Background: an optimization exercise with open tools, aiming at small area, a short achievable clock period and few clock cycles. Do not read the settings as production practice. Only simulation tests tie the RTL to the original design; equivalence was not proved. Power figures rest on the tool's default switching activity, not on a simulated workload.

===== design/flow/run.sh =====
#!/bin/bash
# synth_recipe.tcl (not shown) runs the flow's synth.tcl, then flattens the netlist and writes it again
# the make line also repeats each setting of config.mk as NAME=value (left out here)
make -C /OpenROAD-flow-scripts/flow DESIGN_CONFIG=/design/flow/config.mk WORK_HOME=/design/flow/orfs CLKGATE_MAP_FILE= SYNTH_SCRIPT=/design/flow/synth_recipe.tcl finish

===== design/flow/config.mk =====
export PLATFORM = sky130hd
export DESIGN_NAME = chris_slave
export DESIGN_NICKNAME = chris_slave
export VERILOG_FILES = /design/flow/design.v
export SDC_FILE = /design/flow/constraint.sdc
export NUM_CORES = 4
export LEC_CHECK = 0
export ABC_CLOCK_PERIOD_IN_PS = 2000
export CAP_MARGIN = 20
export CORE_MARGIN = 2
export CORE_UTILIZATION = 40
export SETUP_SLACK_MARGIN = 3.6
export SLEW_MARGIN = 20

===== design/flow/constraint.sdc =====
create_clock -name core_clock -period 6.0 [get_ports {clock_clk}]
set_input_delay 1.2000 -clock core_clock [delete_from_list [all_inputs] [get_ports {clock_clk}]]
set_output_delay 1.2000 -clock core_clock [all_outputs]
set_load 0.01 [all_outputs]

===== design/flow/design.v =====
module convolution_core (
input clk,
input reset,
input add_en,
input [3:0] add_addr,
input [31:0] add_val,
input sub_en,
input [3:0] sub_addr,
input [31:0] sub_val,
output [31:0] ret
);
	reg [31:0] acc_s, acc_c;
	assign ret = acc_s + acc_c;
	function [4:0] wdec;    
		input [3:0] a;
		case (a)
			4'd0: wdec = 5'b00_0_00;    
			4'd1: wdec = 5'b00_0_01;    
			4'd2: wdec = 5'b10_0_01;    
			4'd3: wdec = 5'b00_0_10;    
			4'd4: wdec = 5'b10_0_10;    
			4'd5: wdec = 5'b10_1_10;    
			4'd6: wdec = 5'b11_0_11;    
			4'd7: wdec = 5'b00_0_11;    
			4'd8: wdec = 5'b10_0_11;    
			default: wdec = 5'b00_0_00;
		endcase
	endfunction
	function [31:0] shl;
		input [31:0] x;
		input [1:0] s;
		case (s)
			2'd0: shl = x;
			2'd1: shl = {x[30:0], 1'b0};
			2'd2: shl = {x[29:0], 2'b0};
			default: shl = {x[28:0], 3'b0};
		endcase
	endfunction
	wire       a_on = add_en & ~add_addr[3] | add_en & (add_addr == 4'd8);
	wire [4:0] aw   = wdec(add_addr);
	wire [4:0] sw   = wdec(sub_addr);
	wire [31:0] a1  = a_on ? shl(add_val, aw[1:0]) : 32'd0;
	wire [31:0] a2p = aw[2] ? {add_val[30:0], 1'b0} : add_val;
	wire [31:0] a2  = (a_on & aw[4]) ? (aw[3] ? ~a2p : a2p) : 32'd0;
	wire        a_k = a_on & aw[4] & aw[3];
	wire [31:0] b1  = sub_en ? ~shl(sub_val, sw[1:0]) : 32'd0;
	wire        b1k = sub_en;
	wire [31:0] b2p = sw[2] ? {sub_val[30:0], 1'b0} : sub_val;
	wire [31:0] b2  = (sub_en & sw[4]) ? (sw[3] ? b2p : ~b2p) : 32'd0;
	wire        b2k = sub_en & sw[4] & ~sw[3];
	wire [31:0] s1 = acc_s ^ acc_c ^ b1;
	wire [31:0] c1 = {(acc_s[30:0] & acc_c[30:0]) | (acc_s[30:0] & b1[30:0]) | (acc_c[30:0] & b1[30:0]), b1k};
	wire [31:0] s2 = s1 ^ c1 ^ b2;
	wire [31:0] c2 = {(s1[30:0] & c1[30:0]) | (s1[30:0] & b2[30:0]) | (c1[30:0] & b2[30:0]), b2k};
	wire [31:0] s3 = s2 ^ a1 ^ a2;
	wire [31:0] c3 = {(s2[30:0] & a1[30:0]) | (s2[30:0] & a2[30:0]) | (a1[30:0] & a2[30:0]), a_k};
	wire [31:0] s4 = s3 ^ c3 ^ c2;
	wire [31:0] c4 = {(s3[30:0] & c3[30:0]) | (s3[30:0] & c2[30:0]) | (c3[30:0] & c2[30:0]), 1'b0};
	always @(posedge clk) begin
		if (reset) begin
			acc_s <= 32'd0;
			acc_c <= 32'd0;
		end else begin
			acc_s <= s4;
			acc_c <= c4;
		end
	end
endmodule
`timescale 1 ps / 1 ps
module chris_slave (
		input  wire [3:0]  avs_s0_address,
		input  wire        avs_s0_read,
		output wire [31:0] avs_s0_readdata,
		input  wire        avs_s0_write,
		input  wire [31:0] avs_s0_writedata,
		output wire        avs_s0_waitrequest,
		input  wire        clock_clk,
		input  wire        reset_reset,
		output wire        LEDR
	);
	wire [3:0]  a   = avs_s0_address;
	wire [31:0] wd  = avs_s0_writedata;
	wire        rst = reset_reset;
	reg  [31:0] v0, v1, v2, v3, v4, v5, v6, v7, v8;
	reg  [31:0] rdata;
	reg         wait_q;    
	reg         led_q;     
	reg         rdone;     
	reg         pv;        
	reg  [3:0]  pa;        
	assign avs_s0_readdata    = rdata;
	assign avs_s0_waitrequest = wait_q;
	assign LEDR               = led_q;
	wire [31:0] wdm = wd & {32{~rst}};
	wire        wr  = avs_s0_write;
	always @(posedge clock_clk) begin
		if (rst | (wr && a == 4'd0)) v0 <= wdm;
		if (rst | (wr && a == 4'd1)) v1 <= wdm;
		if (rst | (wr && a == 4'd2)) v2 <= wdm;
		if (rst | (wr && a == 4'd3)) v3 <= wdm;
		if (rst | (wr && a == 4'd4)) v4 <= wdm;
		if (rst | (wr && a == 4'd5)) v5 <= wdm;
		if (rst | (wr && a == 4'd6)) v6 <= wdm;
		if (rst | (wr && a == 4'd7)) v7 <= wdm;
		if (rst | (wr && a == 4'd8)) v8 <= wdm;
	end
	wire [31:0] res;
	wire [3:0] ra = rdone ? 4'd8 : a;
	reg  [31:0] rmux;
	always @(*) begin
		case (ra)
			4'd0: rmux = v0;
			4'd1: rmux = v1;
			4'd2: rmux = v2;
			4'd3: rmux = v3;
			4'd4: rmux = v4;
			4'd5: rmux = v5;
			4'd6: rmux = v6;
			4'd7: rmux = v7;
			4'd8: rmux = v8;
			4'd9: rmux = res;
			default: rmux = 32'hffffffff;
		endcase
	end
	always @(posedge clock_clk) rdata <= rmux;
	always @(posedge clock_clk) begin
		if (rst) begin
			wait_q <= 1'b0;
			led_q  <= 1'b0;
			rdone  <= 1'b0;
			pv     <= 1'b0;
			pa     <= 4'd0;
		end else begin
			if (wr && a == 4'd8) begin
				wait_q <= 1'b1;
				led_q  <= 1'b1;
			end else begin
				if (avs_s0_read && wait_q) wait_q <= 1'b0;
				if (rdone) led_q <= 1'b0;
			end
			rdone <= avs_s0_read && wait_q;
			pv    <= (wr && a[3] == 1'b0) || rdone;
			pa    <= ra;
		end
	end
	convolution_core acc (
		.clk(clock_clk),
		.reset(rst),
		.add_en(wr),
		.add_addr(a),
		.add_val(wd),
		.sub_en(pv),
		.sub_addr(pa),
		.sub_val(rdata),
		.ret(res)
	);
endmodule

==> results.yml, run 1 <==
clocking:
  cts_root_buffer: "sky130_fd_sc_hd__clkbuf_16"
  tritoncts: "yes"
  tritoncts.num_buffers: 42
  clkTransAtPathRegs_ps: 60
  cts_buffer_depth: 3
  cts.htree.levels: 2
  clkSinkCount: 392
  clock_latency_ps: 560
worst_setup_path:
  cp-startpoint: "avs_s0_address[1]"
  critical_path_class: "primary input to register"
  worst-path-max-fanout: 8
  cp_num_buf_inv: 6
  critPathArrivalTime_ps: 4190
  worst-endpoint-required_ps: 6420
  crit_path_end_kind: "register"
  slowest_stage: "sky130_fd_sc_hd__fa_2"
  max_stage_delay_ps: 580
  critical_path_most_common_cell: "sky130_fd_sc_hd__buf_12"
  critical_path.cell_chain: "buf_8, clkinvlp_4, ha_4, nor2b_4, nand2b_4, a21boi_4, buf_12, buf_12, buf_16, buf_12, mux2_4, nor2_4, a211oi_2, fa_2, fa_2, nor2b_1"
  critPathTopFamily: "adder cells"
  reg2reg_from: "acc.sw[0]$_DFF_P_"
  critPathLaunchType: "primary input"
sta:
  worst_pin_slew_ps: 1060
  max_clock_freq_ghz: 0.265
  period_share_pct: 62.9
  final-max-slew-violation-count: 0
  setup_violation_total_in_the_final_timing_report: 0
  timing_hold_violations_final: 0
  final_period_minus_worst_setup_slack_ps: 3780
  grt_setup_unrepaired: "yes"
  fin_skew_ps: 17.0
  setup_tns_ps: 0
  finalHoldWorstSlack_ps: 478
  timing.slew.headroom_pct: 29.0
grt:
  grt.overflow.total: 0
  antenna_violations_before_repair: 2
  global_route.usage.total_pct: 24.3
  first_global_vias: 15700
  grt_start_max_net_pins: 68
  first_pass_grt_wire_length_um: 103000
detailed_routing:
  drt-pass1-iter-count: 7
  ant_nets: 0
  via_per_inst: 5.83
  drc_viols: 0
  postRouteWirelength_um: 69400
  drt-met1-wl_um: 28700
  detailroute.via_count: 15500
  detailroute.wirelength.met3_um: 4160
  met2_wirelength_um: 33500
  wl_per_cell_um: 26.1
  route.top_layer_used: "met4"
  drt_iter0_drc: 1544
cells_and_area:
  layout_nets: 2128
  final_common_cell: "sky130_fd_sc_hd__edfxtp_1"
  finalInstanceArea_um2: 28000
  most_used_cells_in_the_layout_excluding_fill_and_tap_cells: "288 x sky130_fd_sc_hd__edfxtp_1, 128 x sky130_fd_sc_hd__inv_1, 102 x sky130_fd_sc_hd__nor2b_1, 95 x sky130_fd_sc_hd__buf_4"
  area_growth_syn_to_layout_pct: 27.5
  final_util_pct: 51.9
  filler_cell_count: 4459
  drive_above_1_share_pct: 31.2
logic_synthesis:
  yosys.area_share.xor_xnor_pct: 3.73
  netlist.area_leader.share_pct: 39.3
  synth.net_count: 1949
  synthesis.yosys.warnings: 2
  cell_taking_the_most_area_after_synthesis: "sky130_fd_sc_hd__edfxtp_1"
  synth-compound-area-share_pct: 10.4
  ys_async_sr_fraction_pct: 0
  yosys-mux-area-fraction_pct: 9.68
  syn-cell-area_um2: 22000
  synth_seq_area_share_pct: 48.8
  synth-edff-count: 288
  synth_adder_area_share_pct: 13.4
  number_of_synthesized_register_bits: 392
  synthesis.area_per_instance_um2: 12.6
  synth_top_family_by_area: "adder cells"
  post_synth_and_or_nand_nor_area_fraction_pct: 9.51
  synthesis.instances: 1748
  ys.flop_type: "sky130_fd_sc_hd__edfxtp_1"
  leading_cell_types_by_total_area_after_synthesis: "sky130_fd_sc_hd__edfxtp_1 39%, sky130_fd_sc_hd__fa_1 11%, sky130_fd_sc_hd__dfxtp_1 9.5%"
  netlist-cell-type-count: 78
floorplanning:
  chipWidth_um: 238
  die-area_um2: 56800
  die_h_um: 238
  floorplan.core_area_um2: 54000
  floorplan.io_pins: 74
  floorplan.initialDensity_pct: 40.7
  std_cell_rows: 85
placement:
  placedInstanceArea_um2: 23800
  post-dp-hpwl_um: 40200
  placement.io_buffers: 73
  globalplace.congestion: 0.908
power_and_ir_drop:
  p_per_area_nw_per_um2: 303
  leakage_uw: 0.0108
  power.ir.vdd_worst_mv: 0.179
hold_path:
  min-delay-start: "v8[3]$_DFFE_PP_"
  worstHoldPathType: "register to register"
outcome:
  status: "no timing/DRC/antenna violations"
run:
  cap_violations: 0
==> logic make-up after synthesis <==
group | after synthesis
multiplexers | 153
AND/OR/NAND/NOR | 404
AO/OA/AOI/OAI | 303
XOR/XNOR | 92
adder cells (fa/ha/maj) | 161
buffers and inverters | 243
flip-flops | 392
==> Yosys cell counts, drive strengths merged, types with 5 or more instances <==
library cell,n
o31ai,5
a222oi,8
a22oi,47
nor2b,119
inv,134
nand2b,15
and3,18
a22o,9
o21ai,41
a31oi,8
nand2,74
mux4,45
o21bai,6
nand3,20
a211oi,18
edfxtp,288
fa,124
mux2,26
xor2,46
o211ai,11
o21a,6
buf,49
a221o,19
mux2i,82
a31o,5
clkbuf,60
nor3,13
a221oi,34
a211o,6
nor4,6
and2,7
a21oi,45
ha,37
a21o,12
dfxtp,104
xnor2,45
nor2,99
nand4,16
==> layout make-up <==
cell class,count,area [µm²],share of cell area (%)
timing repair buffer,242,2770,9.90
clock inverter,26,289,1.03
tap,696,871,3.11
clock buffer,52,1120,4.00
antenna,1,2.50,0.00893
inverter,134,518,1.85
multi-input combinational,1115,11600,41.4
sequential,392,10800,38.7
==> power by group <==
part / total, µW / switching [µW] / leakage, µW / internal (µW)
logic: 2320 / 1270 / 0.00641 / 1050
registers: 3490 / 235 / 0.00366 / 3260
clock network: 2660 / 1110 / 0.000678 / 1550
==> final timing paths <==
path | end | cells after the start | slack, ps
hold reg to reg | rdata[3]$_DFF_P_ | 2 | 480
setup reg to reg | acc.acc_s[31]$_SDFF_PP0_ | 13 | 2350
hold / removal | rdata[3]$_DFF_P_ | 2 | 480
setup / recovery | acc.acc_s[29]$_SDFF_PP0_ | 16 | 2220
==> what timing repair did <==
item,4_1_cts,5_1_grt
setup endpoints to repair,639,529
setup buffers,91,25
gates cloned,18,2
pin swaps,78,67
resized for setup,403,114
hold buffers,0,0
==> tightest hold or removal path, cell delays in order (launching register included) <==
cell and delay [ps]:
sky130_fd_sc_hd__edfxtp_1 330, sky130_fd_sc_hd__a222oi_1 60, sky130_fd_sc_hd__nand2_1 60
==> flip-flops by register name, summed over array words and instances, names as in the netlist <==
name	cells
v0	32
v7	32
v4	32
v2	32
rdata	32
acc.sw	5
v5	32
pv	1
v1	32
v3	32
acc.acc_s	32
led_q	1
acc.acc_c	31
v8	32
wait_q	1
v6	32
rdone	1
==> stage by stage <==
| step | total power, µW | worst slack [ps] | std cells |
|---|---|---|---|
| detailed placement | 5490 | 893 | 2443 |
| global route | 8890 | 2150 | 2658 |
| finish | 8480 | 2220 | 2658 |
| CTS | 8400 | 2310 | 2630 |
| floorplan | 4870 | 1940 | 1748 |
| global placement | 5430 | 910 | 2443 |
==> metal layers <==
metal	global-route usage (%)	vias up
met5	0	-
met4	8.48	0
met3	2.72	154
met2	40.8	673
met1	32.8	7954
li1	-	6724
Testbench counts, summed over its fixed seeds: cycles 55,899.
==> inputs of run 2 (changes only) <==
--- a/design/flow/config.mk
+++ b/design/flow/config.mk
@@ -7,3 +7,2 @@
 export LEC_CHECK = 0
-export ABC_CLOCK_PERIOD_IN_PS = 2000
 export CAP_MARGIN = 20
@@ -11,3 +10,2 @@
 export CORE_UTILIZATION = 40
-export SETUP_SLACK_MARGIN = 3.6
 export SLEW_MARGIN = 20
==> run 2 against run 1 <==
Non-clock buffer count shrank 130. Sequential cell count did not move. Via count decreased by 7.8%. Critical path depth did not move. Die area did not move. Setup slack got worse by 630 ps. Sequential share of layout area up 4.4 points. Final area is 11% lower. Global-route usage down 3.0 points. Power fell by 5.7%. Critical path type unchanged. Largest cell class is now sequential cells. Highest routed layer is now met5.
==> results.yml, run 2 <==
clocking:
  cts_buffer_depth: 3
  tritoncts.num_buffers: 41
  number_of_buffers_inserted_by_post_cts_setup_repair: 0
  clock_latency_ps: 570
  cts.htree.levels: 2
  hold_buffers: 0
  cts_resized: 0
  tritoncts: "yes"
  clkSinkCount: 392
  clkTransAtPathRegs_ps: 60
  cts_root_buffer: "sky130_fd_sc_hd__clkbuf_16"
sta:
  final-max-slew-violation-count: 0
  setup_violation_total_in_the_final_timing_report: 0
  timing_hold_violations_final: 0
  timing.slew.headroom_pct: 29.1
  max_clock_freq_ghz: 0.227
  grt_setup_unrepaired: "no"
  setup_tns_ps: 0
  worst_pin_slew_ps: 1060
  finalHoldWorstSlack_ps: 480
  period_share_pct: 73.4
  final_period_minus_worst_setup_slack_ps: 4410
  fin_skew_ps: 42.8
worst_setup_path:
  reg2reg_from: "acc.sw[0]$_DFF_P_"
  rrSetupSlack_ps: 1920
  cp-startpoint: "avs_s0_address[1]"
  worst-path-max-fanout: 34
  worst-endpoint-required_ps: 6500
  critPathLaunchType: "primary input"
  critPathArrivalTime_ps: 4900
  cp-endpoint: "acc.acc_s[31]$_SDFF_PP0_"
  reg2reg_to: "acc.acc_s[4]$_SDFF_PP0_"
  reg2regPathDepth: 10
  crit_path_end_kind: "register"
  critical_path_class: "primary input to register"
detailed_routing:
  postRouteWirelength_um: 60200
  wl_per_cell_um: 23.9
  drc_viols: 0
  detailroute.via_count: 14300
  via_per_inst: 5.67
  ant_nets: 0
  drt-pass1-iter-count: 6
  drt_iter0_drc: 1361
floorplanning:
  die_h_um: 238
  die-area_um2: 56800
  floorplan.io_pins: 74
  std_cell_rows: 85
  chipWidth_um: 238
  floorplan.initialDensity_pct: 40.7
  floorplan.core_area_um2: 54000
placement:
  post-dp-hpwl_um: 40000
  placement.io_buffers: 73
  globalplace.congestion: 0.872
  placed_cells: 2446
cells_and_area:
  seqCellArea_um2: 10700
  drive_above_1_share_pct: 11.4
  layout_nets: 1995
  multi_input_area_um2: 10300
  most_used_cells_in_the_layout_excluding_fill_and_tap_cells: "288 x sky130_fd_sc_hd__edfxtp_1, 133 x sky130_fd_sc_hd__inv_1, 124 x sky130_fd_sc_hd__fa_1, 119 x sky130_fd_sc_hd__nor2b_1, 101 x sky130_fd_sc_hd__dfxtp_1"
  area_growth_syn_to_layout_pct: 13.1
  filler_cell_count: 4838
  final_cells: 2521
  diodes: 0
  final_common_cell: "sky130_fd_sc_hd__edfxtp_1"
logic_synthesis:
  cell_taking_the_most_area_after_synthesis: "sky130_fd_sc_hd__edfxtp_1"
  synth-edff-count: 288
  ys.flop_type: "sky130_fd_sc_hd__edfxtp_1"
  netlist-cell-type-count: 78
  synthesis.area_per_instance_um2: 12.6
  number_of_synthesized_register_bits: 392
  netlist.area_leader.share_pct: 39.3
  ys_async_sr_fraction_pct: 0
  top_count_cell_post_synth: "sky130_fd_sc_hd__edfxtp_1"
  synth.net_count: 1949
  leading_cell_types_by_total_area_after_synthesis: "sky130_fd_sc_hd__edfxtp_1 39%, sky130_fd_sc_hd__fa_1 11%, sky130_fd_sc_hd__dfxtp_1 9.5%"
  synthesis.instances: 1748
  synthesis.yosys.warnings: 2
  syn-cell-area_um2: 22000
  ranking_of_synthesized_cells_by_instance_count: "288 x sky130_fd_sc_hd__edfxtp_1, 133 x sky130_fd_sc_hd__inv_1, 124 x sky130_fd_sc_hd__fa_1, 119 x sky130_fd_sc_hd__nor2b_1, 104 x sky130_fd_sc_hd__dfxtp_1"
  synth_seq_area_share_pct: 48.8
run:
  cap_violations: 0
grt:
  grt_start_max_net_pins: 66
  first_global_vias: 14600
  global_route.usage.total_pct: 21.3
  antenna_violations_before_repair: 3
  first_pass_grt_wire_length_um: 91400
  grt.overflow.total: 0
power_and_ir_drop:
  leakage_uw: 0.00955
  power.ir.vdd_worst_mv: 0.180
  p_per_area_nw_per_um2: 322
outcome:
  status: "no timing/DRC/antenna violations"
hold_path:
  worstHoldPathType: "register to register"
==> run 2: logic make-up after synthesis <==
family | synth area share [%]
AO/OA/AOI/OAI | 10.4
multiplexers | 9.68
flip-flops | 48.8
AND/OR/NAND/NOR | 9.51
buffers and inverters | 4.43
adder cells (fa/ha/maj) | 13.4
XOR/XNOR | 3.73
==> run 2: metal layers <==
| metal | track usage, % | up-vias | wire length, µm |
|---|---|---|---|
| met3 | 3.35 | 84 | 3690 |
| met1 | 29.3 | 7314 | 26400 |
| li1 | - | 6439 | - |
| met2 | 35.5 | 459 | 28900 |
| met5 | 0 | - | 13 |
| met4 | 5.04 | 2 | 1220 |
==> run 2: critical path: stages <==
cell and delay, ps:
sky130_fd_sc_hd__clkdlybuf4s50_1 430, sky130_fd_sc_hd__inv_1 170, sky130_fd_sc_hd__ha_1 230, sky130_fd_sc_hd__nor2b_1 200, sky130_fd_sc_hd__nand2b_1 250, sky130_fd_sc_hd__a21boi_4 240
sky130_fd_sc_hd__buf_12 250, sky130_fd_sc_hd__mux4_2 240, sky130_fd_sc_hd__nand3_1 110, sky130_fd_sc_hd__fa_1 430, sky130_fd_sc_hd__xor2_1 160, sky130_fd_sc_hd__xnor2_1 130
sky130_fd_sc_hd__xnor2_1 210, sky130_fd_sc_hd__xnor2_1 140, sky130_fd_sc_hd__xnor3_1 400, sky130_fd_sc_hd__nor2_1 90
==> run 2: worst min-delay path by stage <==
stage / from / end / slack, ps / depth (start not counted)
2_1_floorplan: v8[3]$_DFFE_PP_ / rdata[3]$_DFF_P_ / 430 / 2
4_1_cts: v1[17]$_DFFE_PP_ / rdata[17]$_DFF_P_ / 480 / 2
5_1_grt: v5[12]$_DFFE_PP_ / rdata[12]$_DFF_P_ / 510 / 2
3_3_place_gp: led_q$_SDFFE_PP0P_ / led_q$_SDFFE_PP0P_ / 460 / 2
6_report: v1[17]$_DFFE_PP_ / rdata[17]$_DFF_P_ / 480 / 2
3_5_place_dp: led_q$_SDFFE_PP0P_ / led_q$_SDFFE_PP0P_ / 470 / 2
==> run 2: stage by stage <==
step                      instance area, µm²  power (µW)  worst slack (ps)  util (%)
after floorplan                        22000        4820              1620         -
after global placement                 23500        5390              1040      43.5
after detailed placement               23500        5450               983      43.5
after CTS                              24900        8050              1570      46.0
after global routing                   24900        8410              1320      46.0
final                                  24900        8000              1590      46.0
==> run 2: layout make-up <==
| cell class | count | area share [%] |
|---|---|---|
| multi-input cells | 1113 | 41.6 |
| repair buffers | 112 | 4.25 |
| well taps | 696 | 3.50 |
| flip-flops and latches | 392 | 43.2 |
| clock inverters | 21 | 1.02 |
| inverters | 134 | 2.02 |
| clock buffers | 53 | 4.43 |
==> run 2: where the power goes <==
| part | internal (µW) | leakage [µW] | switching [µW] | total (µW) |
|---|---|---|---|---|
| logic | 851 | 0.00525 | 1060 | 1910 |
| registers | 3250 | 0.00365 | 245 | 3490 |
| clock network | 1510 | 0.000650 | 1080 | 2600 |
| total | 5610 | 0.00955 | 2380 | 8000 |

afterwards: timing with drivers on the ports:
The results above use ideal ports. As a check the final layouts listed here were re-extracted and re-timed, cells and wires unchanged. Step 1, drivers: a clkbuf_16 drives clock_clk and a buf_2 each remaining input, both assumed. Step 2, shift: input delay + t, output delay - t, t = (earliest + latest rising clock arrival at the registers) / 2. This alone moves slack from input paths to output paths. a / b / c = ideal ports / drivers / drivers and shift; a / b = the first two.
| run | t, ns | setup slack, ns | slew at the worst register clock pin (ns) |
|---|---|---|---|
| run 1 | 0.607 | 2.224 / 2.239 / 1.632 | 0.07 / 0.07 |
| run 2 | 0.610 | 1.595 / 1.636 / 1.026 | 0.06 / 0.06 |
After both steps setup and hold are still met in every run listed. The setup slack of run 1, which loses most, moves by +0.015 ns with the drivers and by -0.592 ns with both steps.
